This is an optimization exercise on Yosys and OpenROAD, whose aim is small area, a short achievable clock period and few clock cycles per item, not a production implementation.
Function was checked by simulation only, so behaviour that the tests miss may differ from the original.
No driver is modelled on the clock port, so clock power and skew are understated where the tree is cut down; a real chip needs a root buffer or a tree.
No activity file was given, so power comes from the tool's default toggle rates.

==> flow/design.v <==
module s_box (
    input [3:0] i_sb, output [3:0] o_sb
);
    assign o_sb[0] = (!i_sb[3]&!i_sb[2]&i_sb[1]) | (!i_sb[2]&i_sb[1]&i_sb[0]) 
    | (!i_sb[3]&i_sb[2]&!i_sb[1]) | (i_sb[2]&!i_sb[1]&i_sb[0]) | 
    (i_sb[3]&!i_sb[2]&!i_sb[1]&!i_sb[0]) | (i_sb[3]&i_sb[2]&i_sb[1]&!i_sb[0]);
    assign o_sb[1] = (!i_sb[3]&!i_sb[2]&!i_sb[0]) | (!i_sb[3]&!i_sb[1]&!i_sb[0]) | (i_sb[2]&i_sb[1]&i_sb[0]) 
| (i_sb[3]&!i_sb[2]&i_sb[0]) | (i_sb[3]&i_sb[2]&i_sb[1]);
    assign o_sb[2] = (!i_sb[3]&!i_sb[2]&!i_sb[1]) | (!i_sb[2]&!i_sb[1]&!i_sb[0]) | (!i_sb[3]&i_sb[2]&!i_sb[0]) 
| (i_sb[3]&i_sb[1]&i_sb[0]) | (i_sb[3]&i_sb[2]&i_sb[0]);
    assign o_sb[3] = (!i_sb[3]&!i_sb[2]&!i_sb[0]) | (!i_sb[3]&i_sb[1]&!i_sb[0]) | (!i_sb[3]&i_sb[2]&i_sb[0]) 
| (i_sb[3]&!i_sb[1]&!i_sb[0]) | (i_sb[3]&!i_sb[2]&i_sb[1]&i_sb[0]);
endmodule
module block_shuffle (
    input [15:0] i_bs, output [15:0] o_bs
);
    assign o_bs = {i_bs[7:4], i_bs[3:0], i_bs[15:12], i_bs[11:8]};
endmodule
module round_permutation #(
    parameter [5:0] shift = 5'b0000,
    parameter [7:0] data_length = 8'd16
)(
    input [data_length - 1:0] i_rp,  output [data_length - 1:0] o_rp
); 
assign o_rp = (i_rp << shift) | (i_rp >> (data_length - shift));
endmodule
module XOR_layer (
    input [63:0] i_xor, output [63:0] o_xor
);
    assign o_xor = {(i_xor[63:48]^i_xor[47:32]^i_xor[15:0]), (i_xor[47:32]^i_xor[15:0]),(i_xor[63:48]^i_xor[31:16]), (i_xor[63:48]^i_xor[31:16]^i_xor[15:0])};
endmodule
module permutation_layer (
    input [63:0] i_pl, output [63:0] o_pl
);
    wire [63:0] bs2rp;
    wire [63:0] rp2xor;
    genvar i;
    generate
        for (i = 0; i < 4; i = i +1 ) begin
            block_shuffle bs(.i_bs(i_pl[(16*i + 15):16*i]), .o_bs(bs2rp[(16*i + 15):16*i]));
        end
    endgenerate
            round_permutation #(.shift(1), .data_length(16)) rp0(.i_rp(bs2rp[(16*0 + 15):16*0]), .o_rp(rp2xor[15:0]));
            round_permutation #(.shift(4), .data_length(16)) rp1(.i_rp(bs2rp[(16*1 + 15):16*1]), .o_rp(rp2xor[(16 + 15):16*1]));
            round_permutation #(.shift(7), .data_length(16)) rp2(.i_rp(bs2rp[(16*2 + 15):16*2]), .o_rp(rp2xor[(16*2 + 15):16*2]));
            round_permutation #(.shift(9), .data_length(16)) rp3(.i_rp(bs2rp[(16*3 + 15):16*3]), .o_rp(rp2xor[(16*3 + 15):16*3]));
    XOR_layer xl(.i_xor(rp2xor), .o_xor(o_pl));
endmodule
module add_round_key (
    input [63:0] i_ark_msg, input [63:0] i_ark_key,
    output [63:0] o_ark_cipher
);
    wire [63:0] xor_msg_key;
    wire [63:0] sb2pl;
    assign xor_msg_key = i_ark_key ^ i_ark_msg;
    genvar j;
    generate    
    for(j=0; j < 16; j = j + 1) begin
            s_box sb(.i_sb(xor_msg_key[(4*j + 3):4*j]), .o_sb(sb2pl[(4*j + 3):4*j]));
        end
    endgenerate
    permutation_layer pl(.i_pl(sb2pl), .o_pl(o_ark_cipher));
endmodule
module key_scheduler (
    input clk, rst, input [4:0] round_counter, input [79:0] i_ks_oldkey, output [79:0] o_ks_newkey 
);
    wire [79:0] level_shift;
    wire [79:0] level_sbox;
    wire [4:0] xor_rc;
    round_permutation #(.shift(13), .data_length(80)) rp (.i_rp(i_ks_oldkey), .o_rp(level_shift));
    s_box sb(.i_sb(level_shift[3:0]), .o_sb(level_sbox[3:0]));
    assign level_sbox[79:4] = level_shift[79:4];
    assign xor_rc = level_sbox[63:59]^(round_counter -1);
    assign o_ks_newkey = {level_sbox[79:64], xor_rc, level_sbox[58:0]};
endmodule
module boron_enc (
    input  clk, rst, start, input [63:0] plain_text, input [79:0] master_key,
    output reg done, output [63:0] cipher_text
);
    reg        busy;
    reg [4:0]  rc;           
    reg [63:0] x;
    reg [79:0] k;
    wire [63:0] x_next;
    wire [79:0] k_next;
    boron_dp dp(.busy(busy), .rc(rc), .x(x), .k(k), .pt(plain_text), .mk(master_key),
                .x_next(x_next), .k_next(k_next));
    always @(posedge clk) begin
        x <= x_next;
        k <= k_next;
        rc <= busy ? rc + 5'd1 : 5'd0;
    end
    always @(posedge clk) begin
        if (!rst) begin
            busy <= 1'b0;
            done <= 1'b0;
        end else begin
            done <= busy && rc == 5'd24;
            if (!busy)
                busy <= start;
            else if (rc == 5'd24)
                busy <= 1'b0;
        end
    end
    assign cipher_text = x;
endmodule
module boron_dp (
    input busy, input [4:0] rc, input [63:0] x, input [79:0] k,
    input [63:0] pt, input [79:0] mk,
    output [63:0] x_next, output [79:0] k_next
);
    wire [63:0] sp;
    wire [79:0] k_upd;
    add_round_key ark(.i_ark_msg(x), .i_ark_key(64'd0), .o_ark_cipher(sp));
    key_scheduler ks(.clk(1'b0), .rst(1'b0), .round_counter(rc + 5'd1), .i_ks_oldkey(k), .o_ks_newkey(k_upd));
    assign k_next = busy ? k_upd : mk;
    assign x_next = (busy ? sp : pt) ^ k_next[63:0];
endmodule
==> flow/config.mk <==
export PLATFORM = sky130hd
export DESIGN_NAME = boron_enc
export DESIGN_NICKNAME = boron_enc
export VERILOG_FILES = /design/flow/design.v
export SDC_FILE = /design/flow/constraint.sdc
export NUM_CORES = 4
export LEC_CHECK = 0
export CAP_MARGIN = 20
export CORE_MARGIN = 2
export CORE_UTILIZATION = 65
export SETUP_SLACK_MARGIN = 3.1
export SLEW_MARGIN = 20
==> flow/constraint.sdc <==
create_clock -name core_clock -period 5.0 [get_ports {clk}]
set_input_delay 1.0000 -clock core_clock [delete_from_list [all_inputs] [get_ports {clk}]]
set_output_delay 1.0000 -clock core_clock [all_outputs]
set_load 0.01 [all_outputs]
standard.sh (not shown) runs the stock make flow with config.mk's settings and CLKGATE_MAP_FILE= SYNTH_SCRIPT=/design/flow/synth_recipe.tcl, a recipe that flattens the netlist after the stock synthesis.
==> flow/flow/run.sh <==
#!/bin/bash
# Standard layout with three changes:
#  - the design's boron_dp module (the round's next-state logic) is replaced by
#    the same function mapped by hand to cells (dp_mapped.v, from gen/mkdp.py);
#    the registers and the rest of the design go through the standard synthesis;
#  - smaller port buffers (ports.tcl);
#  - a clock tree with the same number of buffers to every register (cts.tcl).
set -euo pipefail
here=$(pwd)
python3 flow/subst.py design.v flow/dp_mapped.v > design_mapped.v 2> subst.log
args=("VERILOG_FILES=$here/design_mapped.v" "PRE_GLOBAL_PLACE_TCL=$here/flow/ports.tcl" "PRE_CTS_TCL=$here/flow/cts.tcl")
if [[ -f flow/extra.txt ]]; then while read -r l; do [[ -n "$l" ]] && args+=("$l"); done < flow/extra.txt; fi
bash standard.sh "${args[@]}" finish > standard.log 2>&1
==> flow/flow/extra.txt <==
CTS_LEAF_LEVELS=3
CTS_ROOT_LEVELS=1
CTS_LEAF_CELL=sky130_fd_sc_hd__clkbuf_8
X_FLOP_CELL=sky130_fd_sc_hd__dfxtp_2
==> flow/flow/ports.tcl <==
# Port buffers: buf_1 on the inputs, buf_2 on the outputs (which drive the
# output load), in place of the single buffer_ports call global placement makes.
rename buffer_ports std_buffer_ports
proc buffer_ports {args} {
  std_buffer_ports -inputs -buffer_cell sky130_fd_sc_hd__buf_1
  std_buffer_ports -outputs -buffer_cell sky130_fd_sc_hd__buf_2
}

# The state register drives the cipher_text outputs: give its flip-flops the
# next drive strength up (same cell type, dfxtp).
if {[info exists ::env(X_FLOP_CELL)]} {
  foreach inst [get_cells {x[*]$_DFF_P_}] {
    replace_cell $inst $::env(X_FLOP_CELL)
  }
}
Other scripts of this flow, unchanged in this note and not shown: flow/flow/cts.tcl, flow/flow/dp_mapped.v, flow/flow/subst.py
The starting point completed with no timing, DRC or antenna violations.
Testbench counts at the start, summed over its fixed seeds: cycles 9,992, items 384.
Change:
==> flow/flow/extra.txt (replaced) <==
CTS_LEAF_LEVELS=3
CTS_ROOT_LEVELS=1
CTS_LEAF_CELL=sky130_fd_sc_hd__clkbuf_8
--- a/flow/flow/ports.tcl
+++ b/flow/flow/ports.tcl
@@ -8,8 +7,0 @@
-
-# The state register drives the cipher_text outputs: give its flip-flops the
-# next drive strength up (same cell type, dfxtp).
-if {[info exists ::env(X_FLOP_CELL)]} {
-  foreach inst [get_cells {x[*]$_DFF_P_}] {
-    replace_cell $inst $::env(X_FLOP_CELL)
-  }
-}
- CORE_UTILIZATION: 65 -> 58
- SETUP_SLACK_MARGIN: 3.1 -> 3.0
Fmax fell by about 4%.
Global-route usage fell by 5.2 points.
Final area fell by about 3.5%.
Core utilization fell by 13 points.
Total power fell by about 9%.
Change:
- CORE_UTILIZATION: 58 -> 70
What happened: Critical path depth climbs by 6; sequential power climbs by a few percent; final area hardly moves; power climbs by a few percent.
Change:
==> flow/flow/extra.txt (replaced) <==
CTS_LEAF_LEVELS=3
CTS_ROOT_LEVELS=1
- CORE_UTILIZATION: 70 -> 65
- SETUP_SLACK_MARGIN: 3.0 -> 2.9
What happened: The new run finished clean. Wire length went down by 4.0%. Design area fell by 1.7%. Sequential power is about the same. Maximum frequency goes down by 1.6%. Setup slack got worse by 0.034 ns. Cell count fell by about 0.45%. Hold slack loses 0.011 ns. Utilization came out lower by 6.9 points. Power drops by 5.0%.
No run of this note takes its clock network from TritonCTS; it comes from the design's own scripts or RTL.

## static timing again, ports no longer ideal
The flow's constraints put no driver on any port. The routed layouts listed below were extracted and timed again, unchanged, in two steps.
Step 1: set_driving_cell puts a clkbuf_16 on clk and a buf_2 on each other input, an assumption about the parent block.
Step 2, shift: input delay + t, output delay - t, t = (earliest + latest rising clock arrival at the registers) / 2. This alone moves slack from input paths to output paths.
Slacks: ideal / step 1 / step 2; pairs: ideal / step 1.
run | t, ns | setup slack, ns | worst register clock-pin slew, ns | pins driven straight from the clock port
the first run | 0.372 | 3.070 / 3.050 / 3.070 | 0.12 / 0.12 | 2
the second run | 0.367 | 2.993 / 2.937 / 3.081 | 0.12 / 0.12 | 2
the third run | 0.363 | 2.990 / 2.974 / 2.990 | 0.12 / 0.12 | 2
the fourth run | 0.358 | 2.956 / 2.956 / 2.956 | 0.08 / 0.08 | 2
After both steps every run listed still meets setup and hold.
